Context: an optimization exercise on an open-source flow, tuned for small area. The choices shown serve that exercise and are no tape-out recipe.
Function was checked by simulation only, so behaviour that the tests miss may differ from the original.
No driver is modelled on the clock port, so clocking that relies on it looks cheaper here than on a real chip.

==> flow/design.v <==
`timescale 1ns/10ps
module QAM(clk, rst, en, Din, IFout);
input clk, rst, en;
input Din;
output reg signed [17:0] IFout;
reg ce2;           
reg sm_ctrl;       
reg swap;          
reg [1:0] spc;     
reg sm_i, sm_q;    
reg [3:0] usi;     
reg [3:0] cnt;     
reg [8:0] sym_i, sym_q;  
reg [1:0] mix_cnt;
reg [15:0] acc;    
wire en0 = en & ce2;
wire en1 = sm_ctrl & ce2;
wire en2 = usi[3];
wire [1:0] sw = usi[1:0];
wire load = en2 & (sw == 2'd0);
wire neg = ~mix_cnt[1];                         
wire [8:0] s = mix_cnt[0] ? sym_i : sym_q;      
wire [8:0] x = s ^ {9{neg}};
wire [8:0] v;      
assign v[0] = cnt > 4'd0;
assign v[1] = cnt > 4'd1;
assign v[2] = cnt > 4'd2;
assign v[3] = cnt > 4'd3;
assign v[4] = cnt > 4'd4;
assign v[5] = cnt > 4'd5;
assign v[6] = cnt > 4'd6;
assign v[7] = cnt > 4'd7;
assign v[8] = cnt > 4'd8;
reg [15:0] g0_7;    
always @(*) begin
  case ({sw, x[0], x[7], v[0], v[7]})
    6'd0: g0_7 = 16'd341;
    6'd1: g0_7 = 16'd608;
    6'd2: g0_7 = 16'd267;
    6'd3: g0_7 = 16'd534;
    6'd4: g0_7 = 16'd341;
    6'd5: g0_7 = 16'd74;
    6'd6: g0_7 = 16'd267;
    6'd7: g0_7 = 16'd0;
    6'd8: g0_7 = 16'd341;
    6'd9: g0_7 = 16'd608;
    6'd10: g0_7 = 16'd415;
    6'd11: g0_7 = 16'd682;
    6'd12: g0_7 = 16'd341;
    6'd13: g0_7 = 16'd74;
    6'd14: g0_7 = 16'd415;
    6'd15: g0_7 = 16'd148;
    6'd16: g0_7 = 16'd233;
    6'd17: g0_7 = 16'd0;
    6'd18: g0_7 = 16'd233;
    6'd19: g0_7 = 16'd0;
    6'd20: g0_7 = 16'd233;
    6'd21: g0_7 = 16'd466;
    6'd22: g0_7 = 16'd233;
    6'd23: g0_7 = 16'd466;
    6'd24: g0_7 = 16'd233;
    6'd25: g0_7 = 16'd0;
    6'd26: g0_7 = 16'd233;
    6'd27: g0_7 = 16'd0;
    6'd28: g0_7 = 16'd233;
    6'd29: g0_7 = 16'd466;
    6'd30: g0_7 = 16'd233;
    6'd31: g0_7 = 16'd466;
    6'd32: g0_7 = 16'd276;
    6'd33: g0_7 = 16'd0;
    6'd34: g0_7 = 16'd276;
    6'd35: g0_7 = 16'd0;
    6'd36: g0_7 = 16'd276;
    6'd37: g0_7 = 16'd552;
    6'd38: g0_7 = 16'd276;
    6'd39: g0_7 = 16'd552;
    6'd40: g0_7 = 16'd276;
    6'd41: g0_7 = 16'd0;
    6'd42: g0_7 = 16'd276;
    6'd43: g0_7 = 16'd0;
    6'd44: g0_7 = 16'd276;
    6'd45: g0_7 = 16'd552;
    6'd46: g0_7 = 16'd276;
    6'd47: g0_7 = 16'd552;
    6'd48: g0_7 = 16'd204;
    6'd49: g0_7 = 16'd240;
    6'd50: g0_7 = 16'd36;
    6'd51: g0_7 = 16'd72;
    6'd52: g0_7 = 16'd204;
    6'd53: g0_7 = 16'd168;
    6'd54: g0_7 = 16'd36;
    6'd55: g0_7 = 16'd0;
    6'd56: g0_7 = 16'd204;
    6'd57: g0_7 = 16'd240;
    6'd58: g0_7 = 16'd372;
    6'd59: g0_7 = 16'd408;
    6'd60: g0_7 = 16'd204;
    6'd61: g0_7 = 16'd168;
    6'd62: g0_7 = 16'd372;
    6'd63: g0_7 = 16'd336;
  endcase
end
reg [15:0] g1_8;    
always @(*) begin
  case ({sw, x[1], x[8], v[1], v[8]})
    6'd0: g1_8 = 16'd276;
    6'd1: g1_8 = 16'd276;
    6'd2: g1_8 = 16'd0;
    6'd3: g1_8 = 16'd0;
    6'd4: g1_8 = 16'd276;
    6'd5: g1_8 = 16'd276;
    6'd6: g1_8 = 16'd0;
    6'd7: g1_8 = 16'd0;
    6'd8: g1_8 = 16'd276;
    6'd9: g1_8 = 16'd276;
    6'd10: g1_8 = 16'd552;
    6'd11: g1_8 = 16'd552;
    6'd12: g1_8 = 16'd276;
    6'd13: g1_8 = 16'd276;
    6'd14: g1_8 = 16'd552;
    6'd15: g1_8 = 16'd552;
    6'd16: g1_8 = 16'd370;
    6'd17: g1_8 = 16'd555;
    6'd18: g1_8 = 16'd555;
    6'd19: g1_8 = 16'd740;
    6'd20: g1_8 = 16'd370;
    6'd21: g1_8 = 16'd185;
    6'd22: g1_8 = 16'd555;
    6'd23: g1_8 = 16'd370;
    6'd24: g1_8 = 16'd370;
    6'd25: g1_8 = 16'd555;
    6'd26: g1_8 = 16'd185;
    6'd27: g1_8 = 16'd370;
    6'd28: g1_8 = 16'd370;
    6'd29: g1_8 = 16'd185;
    6'd30: g1_8 = 16'd185;
    6'd31: g1_8 = 16'd0;
    6'd32: g1_8 = 16'd341;
    6'd33: g1_8 = 16'd267;
    6'd34: g1_8 = 16'd608;
    6'd35: g1_8 = 16'd534;
    6'd36: g1_8 = 16'd341;
    6'd37: g1_8 = 16'd415;
    6'd38: g1_8 = 16'd608;
    6'd39: g1_8 = 16'd682;
    6'd40: g1_8 = 16'd341;
    6'd41: g1_8 = 16'd267;
    6'd42: g1_8 = 16'd74;
    6'd43: g1_8 = 16'd0;
    6'd44: g1_8 = 16'd341;
    6'd45: g1_8 = 16'd415;
    6'd46: g1_8 = 16'd74;
    6'd47: g1_8 = 16'd148;
    6'd48: g1_8 = 16'd204;
    6'd49: g1_8 = 16'd36;
    6'd50: g1_8 = 16'd240;
    6'd51: g1_8 = 16'd72;
    6'd52: g1_8 = 16'd204;
    6'd53: g1_8 = 16'd372;
    6'd54: g1_8 = 16'd240;
    6'd55: g1_8 = 16'd408;
    6'd56: g1_8 = 16'd204;
    6'd57: g1_8 = 16'd36;
    6'd58: g1_8 = 16'd168;
    6'd59: g1_8 = 16'd0;
    6'd60: g1_8 = 16'd204;
    6'd61: g1_8 = 16'd372;
    6'd62: g1_8 = 16'd168;
    6'd63: g1_8 = 16'd336;
  endcase
end
reg [15:0] g2_6;    
always @(*) begin
  case ({sw, x[2], x[6], v[2], v[6]})
    6'd0: g2_6 = 16'd516;
    6'd1: g2_6 = 16'd794;
    6'd2: g2_6 = 16'd754;
    6'd3: g2_6 = 16'd1032;
    6'd4: g2_6 = 16'd516;
    6'd5: g2_6 = 16'd238;
    6'd6: g2_6 = 16'd754;
    6'd7: g2_6 = 16'd476;
    6'd8: g2_6 = 16'd516;
    6'd9: g2_6 = 16'd794;
    6'd10: g2_6 = 16'd278;
    6'd11: g2_6 = 16'd556;
    6'd12: g2_6 = 16'd516;
    6'd13: g2_6 = 16'd238;
    6'd14: g2_6 = 16'd278;
    6'd15: g2_6 = 16'd0;
    6'd16: g2_6 = 16'd1495;
    6'd17: g2_6 = 16'd233;
    6'd18: g2_6 = 16'd1262;
    6'd19: g2_6 = 16'd0;
    6'd20: g2_6 = 16'd1495;
    6'd21: g2_6 = 16'd2757;
    6'd22: g2_6 = 16'd1262;
    6'd23: g2_6 = 16'd2524;
    6'd24: g2_6 = 16'd1495;
    6'd25: g2_6 = 16'd233;
    6'd26: g2_6 = 16'd1728;
    6'd27: g2_6 = 16'd466;
    6'd28: g2_6 = 16'd1495;
    6'd29: g2_6 = 16'd2757;
    6'd30: g2_6 = 16'd1728;
    6'd31: g2_6 = 16'd2990;
    6'd32: g2_6 = 16'd516;
    6'd33: g2_6 = 16'd754;
    6'd34: g2_6 = 16'd794;
    6'd35: g2_6 = 16'd1032;
    6'd36: g2_6 = 16'd516;
    6'd37: g2_6 = 16'd278;
    6'd38: g2_6 = 16'd794;
    6'd39: g2_6 = 16'd556;
    6'd40: g2_6 = 16'd516;
    6'd41: g2_6 = 16'd754;
    6'd42: g2_6 = 16'd238;
    6'd43: g2_6 = 16'd476;
    6'd44: g2_6 = 16'd516;
    6'd45: g2_6 = 16'd278;
    6'd46: g2_6 = 16'd238;
    6'd47: g2_6 = 16'd0;
    6'd48: g2_6 = 16'd1426;
    6'd49: g2_6 = 16'd2139;
    6'd50: g2_6 = 16'd2139;
    6'd51: g2_6 = 16'd2852;
    6'd52: g2_6 = 16'd1426;
    6'd53: g2_6 = 16'd713;
    6'd54: g2_6 = 16'd2139;
    6'd55: g2_6 = 16'd1426;
    6'd56: g2_6 = 16'd1426;
    6'd57: g2_6 = 16'd2139;
    6'd58: g2_6 = 16'd713;
    6'd59: g2_6 = 16'd1426;
    6'd60: g2_6 = 16'd1426;
    6'd61: g2_6 = 16'd713;
    6'd62: g2_6 = 16'd713;
    6'd63: g2_6 = 16'd0;
  endcase
end
reg [15:0] g3_5;    
always @(*) begin
  case ({sw, x[3], x[5], v[3], v[5]})
    6'd0: g3_5 = 16'd5190;
    6'd1: g3_5 = 16'd2598;
    6'd2: g3_5 = 16'd7788;
    6'd3: g3_5 = 16'd5196;
    6'd4: g3_5 = 16'd5190;
    6'd5: g3_5 = 16'd7782;
    6'd6: g3_5 = 16'd7788;
    6'd7: g3_5 = 16'd10380;
    6'd8: g3_5 = 16'd5190;
    6'd9: g3_5 = 16'd2598;
    6'd10: g3_5 = 16'd2592;
    6'd11: g3_5 = 16'd0;
    6'd12: g3_5 = 16'd5190;
    6'd13: g3_5 = 16'd7782;
    6'd14: g3_5 = 16'd2592;
    6'd15: g3_5 = 16'd5184;
    6'd16: g3_5 = 16'd10761;
    6'd17: g3_5 = 16'd20260;
    6'd18: g3_5 = 16'd9499;
    6'd19: g3_5 = 16'd18998;
    6'd20: g3_5 = 16'd10761;
    6'd21: g3_5 = 16'd1262;
    6'd22: g3_5 = 16'd9499;
    6'd23: g3_5 = 16'd0;
    6'd24: g3_5 = 16'd10761;
    6'd25: g3_5 = 16'd20260;
    6'd26: g3_5 = 16'd12023;
    6'd27: g3_5 = 16'd21522;
    6'd28: g3_5 = 16'd10761;
    6'd29: g3_5 = 16'd1262;
    6'd30: g3_5 = 16'd12023;
    6'd31: g3_5 = 16'd2524;
    6'd32: g3_5 = 16'd5190;
    6'd33: g3_5 = 16'd7788;
    6'd34: g3_5 = 16'd2598;
    6'd35: g3_5 = 16'd5196;
    6'd36: g3_5 = 16'd5190;
    6'd37: g3_5 = 16'd2592;
    6'd38: g3_5 = 16'd2598;
    6'd39: g3_5 = 16'd0;
    6'd40: g3_5 = 16'd5190;
    6'd41: g3_5 = 16'd7788;
    6'd42: g3_5 = 16'd7782;
    6'd43: g3_5 = 16'd10380;
    6'd44: g3_5 = 16'd5190;
    6'd45: g3_5 = 16'd2592;
    6'd46: g3_5 = 16'd7782;
    6'd47: g3_5 = 16'd5184;
    6'd48: g3_5 = 16'd3460;
    6'd49: g3_5 = 16'd1730;
    6'd50: g3_5 = 16'd1730;
    6'd51: g3_5 = 16'd0;
    6'd52: g3_5 = 16'd3460;
    6'd53: g3_5 = 16'd5190;
    6'd54: g3_5 = 16'd1730;
    6'd55: g3_5 = 16'd3460;
    6'd56: g3_5 = 16'd3460;
    6'd57: g3_5 = 16'd1730;
    6'd58: g3_5 = 16'd5190;
    6'd59: g3_5 = 16'd3460;
    6'd60: g3_5 = 16'd3460;
    6'd61: g3_5 = 16'd5190;
    6'd62: g3_5 = 16'd5190;
    6'd63: g3_5 = 16'd6920;
  endcase
end
reg [15:0] t4;    
always @(*) begin
  case ({sw, x[4], v[4]})
    4'd0: t4 = 16'd59213;
    4'd1: t4 = 16'd9635;
    4'd2: t4 = 16'd59213;
    4'd3: t4 = 16'd43255;
    4'd4: t4 = 16'd52677;
    4'd5: t4 = 16'd62176;
    4'd6: t4 = 16'd52677;
    4'd7: t4 = 16'd43178;
    4'd8: t4 = 16'd59213;
    4'd9: t4 = 16'd9635;
    4'd10: t4 = 16'd59213;
    4'd11: t4 = 16'd43255;
    4'd12: t4 = 16'd60242;
    4'd13: t4 = 16'd13290;
    4'd14: t4 = 16'd60242;
    4'd15: t4 = 16'd41658;
  endcase
end
wire fs1 = g0_7[0] ^ g1_8[0] ^ g2_6[0];
wire fc2 = (g0_7[0] & g1_8[0]) | (g0_7[0] & g2_6[0]) | (g1_8[0] & g2_6[0]);
wire fs3 = g0_7[1] ^ g1_8[1] ^ g2_6[1];
wire fc4 = (g0_7[1] & g1_8[1]) | (g0_7[1] & g2_6[1]) | (g1_8[1] & g2_6[1]);
wire fs5 = g0_7[2] ^ g1_8[2] ^ g2_6[2];
wire fc6 = (g0_7[2] & g1_8[2]) | (g0_7[2] & g2_6[2]) | (g1_8[2] & g2_6[2]);
wire fs7 = g0_7[3] ^ g1_8[3] ^ g2_6[3];
wire fc8 = (g0_7[3] & g1_8[3]) | (g0_7[3] & g2_6[3]) | (g1_8[3] & g2_6[3]);
wire fs9 = g0_7[4] ^ g1_8[4] ^ g2_6[4];
wire fc10 = (g0_7[4] & g1_8[4]) | (g0_7[4] & g2_6[4]) | (g1_8[4] & g2_6[4]);
wire fs11 = g0_7[5] ^ g1_8[5] ^ g2_6[5];
wire fc12 = (g0_7[5] & g1_8[5]) | (g0_7[5] & g2_6[5]) | (g1_8[5] & g2_6[5]);
wire fs13 = g0_7[6] ^ g1_8[6] ^ g2_6[6];
wire fc14 = (g0_7[6] & g1_8[6]) | (g0_7[6] & g2_6[6]) | (g1_8[6] & g2_6[6]);
wire fs15 = g0_7[7] ^ g1_8[7] ^ g2_6[7];
wire fc16 = (g0_7[7] & g1_8[7]) | (g0_7[7] & g2_6[7]) | (g1_8[7] & g2_6[7]);
wire fs17 = g0_7[8] ^ g1_8[8] ^ g2_6[8];
wire fc18 = (g0_7[8] & g1_8[8]) | (g0_7[8] & g2_6[8]) | (g1_8[8] & g2_6[8]);
wire fs19 = g0_7[9] ^ g1_8[9] ^ g2_6[9];
wire fc20 = (g0_7[9] & g1_8[9]) | (g0_7[9] & g2_6[9]) | (g1_8[9] & g2_6[9]);
wire fs21 = fc2 ^ fs3 ^ g3_5[1];
wire fc22 = (fc2 & fs3) | (fc2 & g3_5[1]) | (fs3 & g3_5[1]);
wire fs23 = fc4 ^ fs5 ^ g3_5[2];
wire fc24 = (fc4 & fs5) | (fc4 & g3_5[2]) | (fs5 & g3_5[2]);
wire fs25 = fc6 ^ fs7 ^ g3_5[3];
wire fc26 = (fc6 & fs7) | (fc6 & g3_5[3]) | (fs7 & g3_5[3]);
wire fs27 = fc8 ^ fs9 ^ g3_5[4];
wire fc28 = (fc8 & fs9) | (fc8 & g3_5[4]) | (fs9 & g3_5[4]);
wire fs29 = fc10 ^ fs11 ^ g3_5[5];
wire fc30 = (fc10 & fs11) | (fc10 & g3_5[5]) | (fs11 & g3_5[5]);
wire fs31 = fc12 ^ fs13 ^ g3_5[6];
wire fc32 = (fc12 & fs13) | (fc12 & g3_5[6]) | (fs13 & g3_5[6]);
wire fs33 = fc14 ^ fs15 ^ g3_5[7];
wire fc34 = (fc14 & fs15) | (fc14 & g3_5[7]) | (fs15 & g3_5[7]);
wire fs35 = fc16 ^ fs17 ^ g3_5[8];
wire fc36 = (fc16 & fs17) | (fc16 & g3_5[8]) | (fs17 & g3_5[8]);
wire fs37 = fc18 ^ fs19 ^ g3_5[9];
wire fc38 = (fc18 & fs19) | (fc18 & g3_5[9]) | (fs19 & g3_5[9]);
wire fs39 = fc20 ^ g2_6[10] ^ g3_5[10];
wire fc40 = (fc20 & g2_6[10]) | (fc20 & g3_5[10]) | (g2_6[10] & g3_5[10]);
wire fs41 = g2_6[11] ^ g3_5[11] ^ t4[11];
wire fc42 = (g2_6[11] & g3_5[11]) | (g2_6[11] & t4[11]) | (g3_5[11] & t4[11]);
wire fs43 = fs1 ^ g3_5[0] ^ t4[0];
wire fc44 = (fs1 & g3_5[0]) | (fs1 & t4[0]) | (g3_5[0] & t4[0]);
wire hs45 = fs21 ^ t4[1];
wire hc46 = fs21 & t4[1];
wire fs47 = fc22 ^ fs23 ^ t4[2];
wire fc48 = (fc22 & fs23) | (fc22 & t4[2]) | (fs23 & t4[2]);
wire fs49 = fc24 ^ fs25 ^ t4[3];
wire fc50 = (fc24 & fs25) | (fc24 & t4[3]) | (fs25 & t4[3]);
wire fs51 = fc26 ^ fs27 ^ t4[4];
wire fc52 = (fc26 & fs27) | (fc26 & t4[4]) | (fs27 & t4[4]);
wire fs53 = fc28 ^ fs29 ^ t4[5];
wire fc54 = (fc28 & fs29) | (fc28 & t4[5]) | (fs29 & t4[5]);
wire fs55 = fc30 ^ fs31 ^ t4[6];
wire fc56 = (fc30 & fs31) | (fc30 & t4[6]) | (fs31 & t4[6]);
wire fs57 = fc32 ^ fs33 ^ t4[7];
wire fc58 = (fc32 & fs33) | (fc32 & t4[7]) | (fs33 & t4[7]);
wire fs59 = fc34 ^ fs35 ^ t4[8];
wire fc60 = (fc34 & fs35) | (fc34 & t4[8]) | (fs35 & t4[8]);
wire fs61 = fc36 ^ fs37 ^ t4[9];
wire fc62 = (fc36 & fs37) | (fc36 & t4[9]) | (fs37 & t4[9]);
wire fs63 = fc38 ^ fs39 ^ t4[10];
wire fc64 = (fc38 & fs39) | (fc38 & t4[10]) | (fs39 & t4[10]);
wire hs65 = fc40 ^ fs41;
wire hc66 = fc40 & fs41;
wire fs67 = fc42 ^ g3_5[12] ^ t4[12];
wire fc68 = (fc42 & g3_5[12]) | (fc42 & t4[12]) | (g3_5[12] & t4[12]);
wire hs69 = g3_5[13] ^ t4[13];
wire hc70 = g3_5[13] & t4[13];
wire hs71 = g3_5[14] ^ t4[14];
wire hc72 = g3_5[14] & t4[14];
wire pp73 = fc44 ^ hs45;
wire pg74 = fc44 & hs45;
wire pp75 = hc46 ^ fs47;
wire pg76 = hc46 & fs47;
wire pp77 = fc48 ^ fs49;
wire pg78 = fc48 & fs49;
wire pp79 = fc50 ^ fs51;
wire pg80 = fc50 & fs51;
wire pp81 = fc52 ^ fs53;
wire pg82 = fc52 & fs53;
wire pp83 = fc54 ^ fs55;
wire pg84 = fc54 & fs55;
wire pp85 = fc56 ^ fs57;
wire pg86 = fc56 & fs57;
wire pp87 = fc58 ^ fs59;
wire pg88 = fc58 & fs59;
wire pp89 = fc60 ^ fs61;
wire pg90 = fc60 & fs61;
wire pp91 = fc62 ^ fs63;
wire pg92 = fc62 & fs63;
wire pp93 = fc64 ^ hs65;
wire pg94 = fc64 & hs65;
wire pp95 = hc66 ^ fs67;
wire pg96 = hc66 & fs67;
wire pp97 = fc68 ^ hs69;
wire pg98 = fc68 & hs69;
wire pp99 = hc70 ^ hs71;
wire pg100 = hc70 & hs71;
wire pp101 = hc72 ^ t4[15];
wire pg102 = hc72 & t4[15];
wire cp103 = (pp73 & fs43);
wire cg104 = (pg78 | (pp77 & pg76));
wire cp105 = (pp77 & pp75);
wire cg106 = (pg82 | (pp81 & pg80));
wire cp107 = (pp81 & pp79);
wire cg108 = (pg86 | (pp85 & pg84));
wire cp109 = (pp85 & pp83);
wire cg110 = (pg90 | (pp89 & pg88));
wire cp111 = (pp89 & pp87);
wire cg112 = (pg94 | (pp93 & pg92));
wire cp113 = (pp93 & pp91);
wire cg114 = (pg98 | (pp97 & pg96));
wire cp115 = (pp97 & pp95);
wire cg116 = (pg102 | (pp101 & pg100));
wire cp117 = (pp101 & pp99);
wire cg118 = (cg104 | (cp105 & pg74));
wire cp119 = (cp105 & cp103);
wire cg120 = (cg108 | (cp109 & cg106));
wire cp121 = (cp109 & cp107);
wire cg122 = (cg112 | (cp113 & cg110));
wire cp123 = (cp113 & cp111);
wire cg124 = (cg116 | (cp117 & cg114));
wire cp125 = (cp117 & cp115);
wire cg126 = (cg120 | (cp121 & cg118));
wire cp127 = (cp121 & cp119);
wire cg128 = (cg124 | (cp125 & cg122));
wire cp129 = (cp125 & cp123);
wire cg130 = (cg128 | (cp129 & cg126));
wire cp131 = (cp129 & cp127);
wire cg132 = (cg122 | (cp123 & cg126));
wire cp133 = (cp123 & cp127);
wire cg134 = (cg106 | (cp107 & cg118));
wire cp135 = (cp107 & cp119);
wire cg136 = (cg110 | (cp111 & cg126));
wire cp137 = (cp111 & cp127);
wire cg138 = (cg114 | (cp115 & cg132));
wire cp139 = (cp115 & cp133);
wire cg140 = (pg76 | (pp75 & pg74));
wire cp141 = (pp75 & cp103);
wire cg142 = (pg80 | (pp79 & cg118));
wire cp143 = (pp79 & cp119);
wire cg144 = (pg84 | (pp83 & cg134));
wire cp145 = (pp83 & cp135);
wire cg146 = (pg88 | (pp87 & cg126));
wire cp147 = (pp87 & cp127);
wire cg148 = (pg92 | (pp91 & cg136));
wire cp149 = (pp91 & cp137);
wire cg150 = (pg96 | (pp95 & cg132));
wire cp151 = (pp95 & cp133);
wire cg152 = (pg100 | (pp99 & cg138));
wire cp153 = (pp99 & cp139);
wire sum154 = pp75 ^ pg74;
wire sum155 = pp77 ^ cg140;
wire sum156 = pp79 ^ cg118;
wire sum157 = pp81 ^ cg142;
wire sum158 = pp83 ^ cg134;
wire sum159 = pp85 ^ cg144;
wire sum160 = pp87 ^ cg126;
wire sum161 = pp89 ^ cg146;
wire sum162 = pp91 ^ cg136;
wire sum163 = pp93 ^ cg148;
wire sum164 = pp95 ^ cg132;
wire sum165 = pp97 ^ cg150;
wire sum166 = pp99 ^ cg138;
wire sum167 = pp101 ^ cg152;
wire [15:0] nxt = {sum167, sum166, sum165, sum164, sum163, sum162, sum161, sum160, sum159, sum158, sum157, sum156, sum155, sum154, pp73, fs43};
always @(posedge clk or posedge rst) begin
	if (rst) begin
		ce2 <= 1'b0; sm_ctrl <= 1'b0; swap <= 1'b0; spc <= 2'd0;
		sm_i <= 1'b0; sm_q <= 1'b0;
		usi <= 4'd0; cnt <= 4'd0; sym_i <= 9'd0; sym_q <= 9'd0;
		mix_cnt <= 2'd0; acc <= 16'd0;
	end
	else begin
		ce2 <= ~ce2;
		if (ce2) sm_ctrl <= ~sm_ctrl;
		if (en0) begin
			swap <= ~swap;
			if (!swap) spc[0] <= Din;
			else spc <= {spc[0], Din};
		end
		if (en1) begin
			sm_i <= spc[1];
			sm_q <= spc[0];
		end
		if (!usi[3]) begin
			if (en) usi <= usi + 4'd1;
		end
		else usi[1:0] <= usi[1:0] + 2'd1;
		if (load) begin
			sym_i <= {sym_i[7:0], sm_i};
			sym_q <= {sym_q[7:0], sm_q};
			if (cnt != 4'd9) cnt <= cnt + 4'd1;
		end
		if (en) mix_cnt <= mix_cnt + 2'd1;
		acc <= nxt;
	end
end
always @(*) IFout = {acc[15], acc[15], acc};
endmodule
==> flow/flow/run.sh <==
#!/bin/bash
# Layout flow: the standard ORFS flow (standard.sh) with these changes:
#  - Yosys's generic synthesis runs without its intermediate ABC pass (SYNTH_ARGS=-noabc),
#    so the adder tree written in the RTL reaches full-adder extraction as written;
#    registers, their names and cell types are those of the standard synthesis;
#  - the final ABC technology mapping uses an area-oriented script (flow/abc_area.script),
#    through a copy of ORFS's scripts folder that differs only in that file;
#  - after clock-tree synthesis, flow/post_cts.tcl delays the clock of the output register
#    (useful skew for the register-to-register paths into it), then runs the CTS step's
#    timing repair, which ORFS is told to skip (SKIP_CTS_REPAIR_TIMING=1);
#  - every input and output port still gets its own buffer, but the smallest one
#    (sky130_fd_sc_hd__buf_1); the resizer may still resize it.
# Each ORFS step writes its own log under orfs/logs/; make's output goes to make.log here.
set -euo pipefail
rm -rf scripts_local
cp -r "$FLOW_HOME/scripts" scripts_local
cp flow/abc_area.script scripts_local/abc_area.script
bash standard.sh SYNTH_ARGS=-noabc SCRIPTS_DIR="$PWD/scripts_local" SKIP_CTS_REPAIR_TIMING=1 \
  POST_CTS_TCL="$PWD/flow/post_cts.tcl" "BUFFER_PORTS_ARGS=-buffer_cell sky130_fd_sc_hd__buf_1" \
  "SKEW_CELLS=sky130_fd_sc_hd__clkdlybuf4s50_1 sky130_fd_sc_hd__clkdlybuf4s50_1 sky130_fd_sc_hd__clkbuf_8" finish > make.log 2>&1
==> flow/flow/abc_area.script <==
strash
&get -n
&dc2
&dc2
&put
dch -f
amap
topo
dnsize -c
==> flow/flow/post_cts.tcl <==
# Runs at the end of ORFS's CTS step (POST_CTS_TCL), which is told to skip its own timing
# repair (SKIP_CTS_REPAIR_TIMING=1); this script does that repair after the change below.
#
# Useful skew for the register-to-register paths into the output register acc (IFout):
# acc's clock pins are moved from the clock tree's leaf nets to one net that a delay cell
# and a clock buffer drive from the leaf net of acc[0]. Every path into acc comes from
# another register of the design; acc's outputs go only to the output ports, whose
# timing this makes harder, not easier. Inputs reach no acc data pin combinationally.
set block [ord::get_db_block]
set db [ord::get_db]
set accs {}
foreach inst [$block getInsts] {
  if {[string range [$inst getName] 0 3] eq "acc\\" && [$inst findITerm CLK] ne "NULL"} {
    lappend accs $inst
  }
}
puts "skew: [llength $accs] acc registers"
set first [lindex $accs 0]
set leaf [[$first findITerm CLK] getNet]
set sx 0; set sy 0
foreach inst $accs {
  lassign [$inst getLocation] x y
  set sx [expr {$sx + $x}]; set sy [expr {$sy + $y}]
}
set cx [expr {int($sx / [llength $accs])}]
set cy [expr {int($sy / [llength $accs])}]
set prev $leaf
set i 0
foreach cell $::env(SKEW_CELLS) {
  set master [$db findMaster $cell]
  set buf [odb::dbInst_create $block $master "skew_buf_$i"]
  set net [odb::dbNet_create $block "skew_net_$i"]
  $net setSigType CLOCK
  [$buf findITerm A] connect $prev
  [$buf findITerm X] connect $net
  $buf setLocation $cx $cy
  $buf setPlacementStatus PLACED
  set prev $net
  incr i
}
foreach inst $accs {
  set it [$inst findITerm CLK]
  $it disconnect
  $it connect $prev
}
set_propagated_clock [all_clocks]
estimate_parasitics -placement
set result [catch { detailed_placement } msg]
if { $result != 0 } { error "Detailed placement failed after skew: $msg" }
estimate_parasitics -placement
report_checks -path_delay max -group_path_count 1 -format end
repair_timing_helper
set result [catch { detailed_placement } msg]
if { $result != 0 } { error "Detailed placement failed after repair: $msg" }
check_placement -verbose
report_design_area
==> flow/standard.sh <==
#!/bin/bash
# synth_recipe.tcl (not shown) runs the flow's synth.tcl, then flattens the netlist and writes it again
# the make line also repeats each setting of config.mk as NAME=value (left out here)
make -C /OpenROAD-flow-scripts/flow DESIGN_CONFIG=/design/flow/config.mk WORK_HOME=/design/flow/orfs CLKGATE_MAP_FILE= SYNTH_SCRIPT=/design/flow/synth_recipe.tcl "${@:-finish}"
==> flow/config.mk <==
export PLATFORM = sky130hd
export DESIGN_NAME = QAM
export DESIGN_NICKNAME = QAM
export VERILOG_FILES = /design/flow/design.v
export SDC_FILE = /design/flow/constraint.sdc
export NUM_CORES = 4
export LEC_CHECK = 0
export ABC_AREA = 1
export CAP_MARGIN = 20
export CORE_MARGIN = 2
export CORE_UTILIZATION = 40
export CTS_BUF_LIST = sky130_fd_sc_hd__clkbuf_8
export GPL_TIMING_DRIVEN = 0
export HOLD_SLACK_MARGIN = 0.1
export SLEW_MARGIN = 20
==> flow/constraint.sdc <==
create_clock -name core_clock -period 5.0 [get_ports {clk}]
set_input_delay 1.0000 -clock core_clock [delete_from_list [all_inputs] [get_ports {clk}]]
set_output_delay 1.0000 -clock core_clock [all_outputs]
set_load 0.01 [all_outputs]
==> results.ini, run 1 <==
[status]
status=finished clean

[timing]
rsz0062_at_grt=no
slew_headroom=0.3672
min_period_over_period=0.9199
fin_ws_ns=0.4004
tightest_slew_ns=0.9448
slew_viol_final=0
finalSetupViolations=0
max_freq_mhz=217.4
skew_ns=1.148
min_period_ns=4.600
timing.hold.ws_ns=0.1250
finalHoldViolations=0

[drt]
drtPass1Iterations=5
postRouteAntennaNets=0
viasPerCell=5.866
num_vias=4065
drc=0
wire_per_inst_um=17.59
wl_um=12190
drt_iter0_drc=306

[logic_synthesis]
syn_inst=511
async_flop_share=1.000
synth_fp_nets=579
synth_edf_count=0
netlist_area_sq_mm=0.004347
yosys_warnings=1
syn_avg_cell_area_sq_um=8.506
ys_ff_latch=51
yosys_most_used_dff=dfrtp_1
synth.distinct_cells=32
yosysTopAreaCell=dfrtp_1
synth_top_area_share=0.2936
yosysSeqAreaShare=0.2936
synth_area_leaders=dfrtp_1 29%, fa_1 18%, nor2_1 9.2%

[layout]
areaGrowthSynthToFinish_pct=15.52
design_area_sq_mm=0.005021
final_layout_size_suffix_gt1_frac=0.1103
fin_cells=693
antenna_cells=0
nets=620

[grt]
grt_max_degree=39
grt.overflow.total=0
grt.total_usage=0.2170
first_global_vias=3878
grt_pass1_wl_um=19780
antenna_found_initial=0

[floorplanning]
rows=38
io_pins=22
die_width_um=108.2
die_h_um=108.2
die_area_sq_mm=0.01172
fp.coreArea_sq_mm=0.01070
start_util=0.4063

[place]
place_hpwl_um=9386
place.gp.congestion=0.9673
place_area_sq_mm=0.004763
dp_cells=673
dp_slack_ns=-1.113
portBuffers=21

[setup_path]
crit_required_ns=6.35
cp-start-kind=register
crit_top_cell=nand2_1
critPathCaptureType=register
max_stage_delay_ns=0.50
crit_fanout=9
path_class=register to register
arrival_ns=5.95
slowest_stage=fa_1

[cts]
cts_tree=done
cts_sinks=51
path_clk_slew_ns=0.11
clk_latency_ns=1.43

[flow_run]
max_cap_viol_count=0

[hold_path]
hold_path_class=register to register

## critical path, delay by kind of cell (launching register included)
family | cells | cell delay (ns)
adders and majority gates | 5 | 2.07
and+or+nand+nor | 18 | 1.94
AOI/OAI and AO/OA | 6 | 0.92
DFF | 1 | 0.46
buffers and inverters | 2 | 0.25
## cell usage after synthesis, drive strengths merged (3+ instances only)
| cell type | instances |
|---|---|
| o21ai | 46 |
| o21a | 3 |
| o22a | 21 |
| clkinv | 52 |
| a221oi | 4 |
| nor2 | 107 |
| dfrtp | 51 |
| o22ai | 15 |
| o31ai | 4 |
| ha | 25 |
| o32ai | 3 |
| nand3 | 9 |
| fa | 39 |
| nor3 | 13 |
| a31oi | 9 |
| a21oi | 41 |
| o221ai | 6 |
| o32a | 4 |
| or3 | 3 |
| nand2 | 39 |
## final timing paths
check | start | slack (ns) | endpoint | cells past startpoint
worst max-delay path | mix_cnt[0] | 0.40 | acc[15] | 31
worst min-delay path | mix_cnt[1] | 0.13 | acc[15] | 8
worst max register to register | mix_cnt[0] | 0.40 | acc[15] | 31
worst min register to register | mix_cnt[1] | 0.13 | acc[15] | 8
max in group asynchronous | rst | 2.82 | sym_q[6] | 5
min in group asynchronous | rst | 0.57 | acc[10] | 4
## routing by layer
metal  track usage  wire, um
met5             0         0
met4       0.07051       455
met3       0.05003       782
met2        0.3482      5618
met1        0.2909      5333
## sequential cells by signal, indices dropped and copies added, names as in the netlist, 2 cells and up
| register | count |
|---|---|
| acc | 16 |
| cnt | 4 |
| spc | 2 |
| usi | 4 |
| sym_q | 9 |
| sym_i | 9 |
| mix_cnt | 2 |
## cell type report, without the clock buffers
type / count / area, sq um
tap: 140 / 175.2
timing repair buffer: 31 / 191.4
fill: 1074 / 5677
multi-input combinational: 406 / 2997
clock inverter: 3 / 28.78
inverter: 52 / 226.5
sequential: 51 / 1285
buffer: 5 / 48.80
## cell usage in the layout, fill, tap and decap left out, types with 3 or more instances in the layout
cell / n
nor2_2: 7
o221ai_1: 6
o32a_1: 4
buf_4: 5
clkinv_4: 5
dfrtp_1: 46
dlygate4sd3_1: 5
o21ai_0: 37
nor3_1: 12
ha_1: 23
o22ai_1: 12
o21ai_2: 4
o22ai_2: 3
nand2_1: 39
nor2_4: 5
nand3_1: 9
fa_1: 38
dfrtp_2: 4
clkbuf_8: 6
clkinv_1: 37
nor2_1: 95
a31oi_1: 9
o31ai_1: 4
o21ai_1: 4
buf_1: 21
clkinv_2: 9
or3_1: 3
o32ai_1: 3
a21oi_1: 40
o21a_1: 3
o22a_1: 21
a221oi_1: 4
## through the flow
stage | TNS, ns | util
2_1_floorplan | -0.06484 | -
3_3_place_gp | -7.014 | 0.4433
3_5_place_dp | -6.684 | 0.4453
5_1_grt | 0 | 0.4694
6_report | 0 | 0.4694
## logic make-up after synthesis
logic type      after synthesis  share of synthesized area
simple gates                175                     0.1615
compound gates              167                     0.2450
fa+ha+maj                    64                     0.2516
buf+inv                      54                    0.04836
flops                        51                     0.2936
==> run 2: changes to the inputs <==
==> flow/flow/abc_area.script (replaced) <==
strash
dch -f
amap
topo
dnsize -c
==> results.ini, run 2 <==
[status]
status=finished clean  ; unchanged

[logic_synthesis]
async_flop_share=1.000  ; unchanged
yosysSeqAreaShare=0.2926  ; was 0.2936
synth_top_area_share=0.2926  ; was 0.2936
yosys_warnings=1  ; unchanged
synth_xor_area_frac=0  ; unchanged
yosys-mux-area-fraction=0  ; unchanged
ys_ff_latch=51  ; unchanged
synth_compound_area_frac=0.2435  ; was 0.2450
synth_fp_nets=583  ; was 579
synth_common_cells=110 x nor2_1, 51 x dfrtp_1, 49 x nand2_1  ; was 107 x nor2_1, 52 x clkinv_1, 51 x dfrtp_1
synth_edf_count=0  ; unchanged
synthSimpleGateAreaFrac=0.1710  ; was 0.1615
yosysTopAreaCell=dfrtp_1  ; unchanged
synth_fa_ha_area_frac=0.2507  ; was 0.2516
synth_area_leaders=dfrtp_1 29%, fa_1 18%, nor2_1 9.5%  ; was dfrtp_1 29%, fa_1 18%, nor2_1 9.2%
yosys_most_used_dff=dfrtp_1  ; unchanged
synth.distinct_cells=30  ; was 32
synth_top_family_by_area=adder cells  ; unchanged
yosysMostFrequentCell=nor2_1  ; unchanged
syn_inst=515  ; was 511
netlist_area_sq_mm=0.004362  ; was 0.004347 sq mm
syn_avg_cell_area_sq_um=8.469  ; was 8.506 sq um

[place]
place_area_sq_mm=0.004715  ; was 0.004763 sq mm
dp_cells=677  ; was 673
place_hpwl_um=8916  ; was 9386 um
place.gp.congestion=0.9545  ; was 0.9673
portBuffers=21  ; unchanged

[layout]
fin_cells=691  ; was 693
antenna_cells=0  ; unchanged
final_cell_mix=104 x nor2_1, 49 x nand2_1, 48 x dfrtp_1  ; was 95 x nor2_1, 46 x dfrtp_1, 40 x a21oi_1
final_common_cell=nor2_1  ; unchanged
design_area_sq_mm=0.004928  ; was 0.005021 sq mm
areaGrowthSynthToFinish_pct=12.99  ; was 15.52%
top_regs=acc (16), sym_i (9), sym_q (9)  ; unchanged
nets=618  ; was 620
largest_register=acc  ; unchanged
largest_reg_flops=16  ; unchanged
final_layout_size_suffix_gt1_frac=0.07804  ; was 0.1103

[grt]
use_met3=0.03255  ; was 0.05003
antenna_found_initial=0  ; unchanged
grt_max_degree=34  ; was 39
first_global_vias=3905  ; was 3878
grt_pass1_wl_um=19670  ; was 19780 um
grt_use_met1=0.2994  ; was 0.2909
met2_usage=0.3344  ; was 0.3482
grt.busiest_layer=met2  ; unchanged
grt.overflow.total=0  ; unchanged
grt.total_usage=0.2124  ; was 0.2170

[timing]
min_period_ns=4.790  ; was 4.600 ns
timing.hold.ws_ns=0.1715  ; was 0.1250 ns
slew_headroom=0.3750  ; was 0.3672
finalHoldViolations=0  ; unchanged
max_freq_mhz=208.8  ; was 217.4 MHz
finalSetupViolations=0  ; unchanged
min_period_over_period=0.9580  ; was 0.9199
finalSetupTns_ns=0  ; unchanged
slew_viol_final=0  ; unchanged
skew_ns=1.128  ; was 1.148 ns
tightest_slew_ns=0.9331  ; was 0.9448 ns

[floorplanning]
die_width_um=108.4  ; was 108.2 um
die_h_um=108.4  ; was 108.2 um
start_util=0.4059  ; was 0.4063
io_pins=22  ; unchanged
rows=38  ; unchanged
fp.coreArea_sq_mm=0.01075  ; was 0.01070 sq mm
die_area_sq_mm=0.01176  ; was 0.01172 sq mm

[hold_path]
worstHoldPathCells=6  ; was 8
hold_path_class=register to register  ; unchanged
min_from=sym_i[4]  ; was mix_cnt[1]
hold-path-endpoint=acc[14]  ; was acc[15]

[setup_path]
cp_cell_sequence=clkinv_4 > o22ai_1 > a21oi_2 > nor2_1 > clkinv_1 > nand2_1 > nor2_1 > or3_1 > o211ai_1 > fa_1 > fa_1 > fa_1 > ha_1 > a21oi_1 > nand2_1 > a31oi_1 > o21ai_1 > a31oi_1 > o21ai_1 > nand3_1 > nand2_1 > fa_1 > o21ai_0
critPathBufInv=2  ; unchanged
max_stage_delay_ns=0.53  ; was 0.50 ns
crit_required_ns=6.34  ; was 6.35 ns
arrival_ns=6.13  ; was 5.95 ns
path_class=register to register  ; unchanged
slowest_stage=dfrtp_2  ; was fa_1
worstRegToRegCells=23  ; was 31
critPathTopFamily=adder cells  ; unchanged
critPathCaptureType=register  ; unchanged
worst_r2r_endpoint=acc[15]  ; unchanged
reg2reg_from=mix_cnt[0]  ; unchanged
cp-start-kind=register  ; unchanged
crit_top_cell=fa_1  ; was nand2_1
r2r_slack_ns=0.21  ; was 0.40 ns
crit_fanout=11  ; was 9

[drt]
drtPass1Iterations=5  ; unchanged
viasPerCell=5.703  ; was 5.866
wire_per_inst_um=17.10  ; was 17.59 um
drt_iter0_drc=386  ; was 306
postRouteAntennaNets=0  ; unchanged
wl_um=11820  ; was 12190 um
drc=0  ; unchanged
num_vias=3941  ; was 4065

[cts]
cts_sinks=51  ; unchanged
clk_latency_ns=1.42  ; was 1.43 ns
cts_tree=done  ; unchanged
path_clk_slew_ns=0.09  ; was 0.11 ns

[flow_run]
max_cap_viol_count=0  ; unchanged

[run 2: layout make-up, without the clock buffers]
cell class              count  area, sq um
repair buffers             25        128.9
multi-input cells         417         2987
clock inverters             3        43.79
flip-flops and latches     51         1282
plain buffers               5        48.80
well taps                 140        175.2
inverters                  45        193.9
fillers                  1064         5817
[run 2: worst min-delay path, stage by stage (launching register included)]
cell,delay (ns)
dfrtp_1,0.38
o22ai_1,0.09
nand2_1,0.06
o21ai_0,0.20
o21ai_0,0.22
ha_1,0.16
fa_1,0.16
[run 2: logic make-up (layout without fill, tap and decap cells)]
group	count (synthesis)	after routing
buffers and inverters	47	83
AND/OR/NAND/NOR	187	187
flip-flops	51	51
AO/OA/AOI/OAI	166	166
adder cells (fa/ha/maj)	64	64
[run 2: worst max-delay path by stage]
stage	start	endpoint	slack, ns	depth (start not counted)
finish	mix_cnt[0]	acc[15]	0.21	23
global route	mix_cnt[0]	acc[15]	-0.001	23
detailed placement	usi[1]	acc[15]	-1.19	20
global placement	usi[1]	acc[15]	-1.23	20
floorplan	cnt[0]	acc[15]	-0.04	25
[run 2: metal layers]
layer  wire length (um)  share of wire
met3                861          0.073
met1               5312           0.45
met5                  0              0
met2               5303           0.45
met4                339          0.029
[run 2: metrics by stage]
step | util | setup slack [ns]
after floorplan | - | -0.03965
after global placement | 0.4368 | -1.231
after detailed placement | 0.4388 | -1.187
after global routing | 0.4587 | -0.001267
final | 0.4587 | 0.2101

-- separate check: timing with driven ports --
The results above use ideal ports. As a check the final layouts listed here were re-extracted and re-timed, cells and wires unchanged.
Step 1 assumes that a clkbuf_16 drives the clock port and a buf_2 every other input.
Step 2, shift: input delay + t, output delay - t, t = (earliest + latest rising clock arrival at the registers) / 2. This alone moves slack from input paths to output paths.
a / b / c = ideal / step 1 / step 2; a / b = the first two.
| run | t, ns | setup WS [ns] | worst hold slack (ns) | clock arrival spread, ns | worst slew at a driven data input, ns | pins driven straight from the clock port |
|---|---|---|---|---|---|---|
| run 1 | 0.884 | 0.400 / 0.400 / 0.400 | 0.125 / 0.125 / 0.125 | 1.148 / 1.148 | 0.03 | 1 |
| run 2 | 0.895 | 0.210 / 0.210 / 0.210 | 0.172 / 0.172 / 0.172 | 1.128 / 1.128 | 0.03 | 1 |
In run 1 and run 2 the clock reaches the registers at very different times; t lies between them, and the last value is a rough guide only.
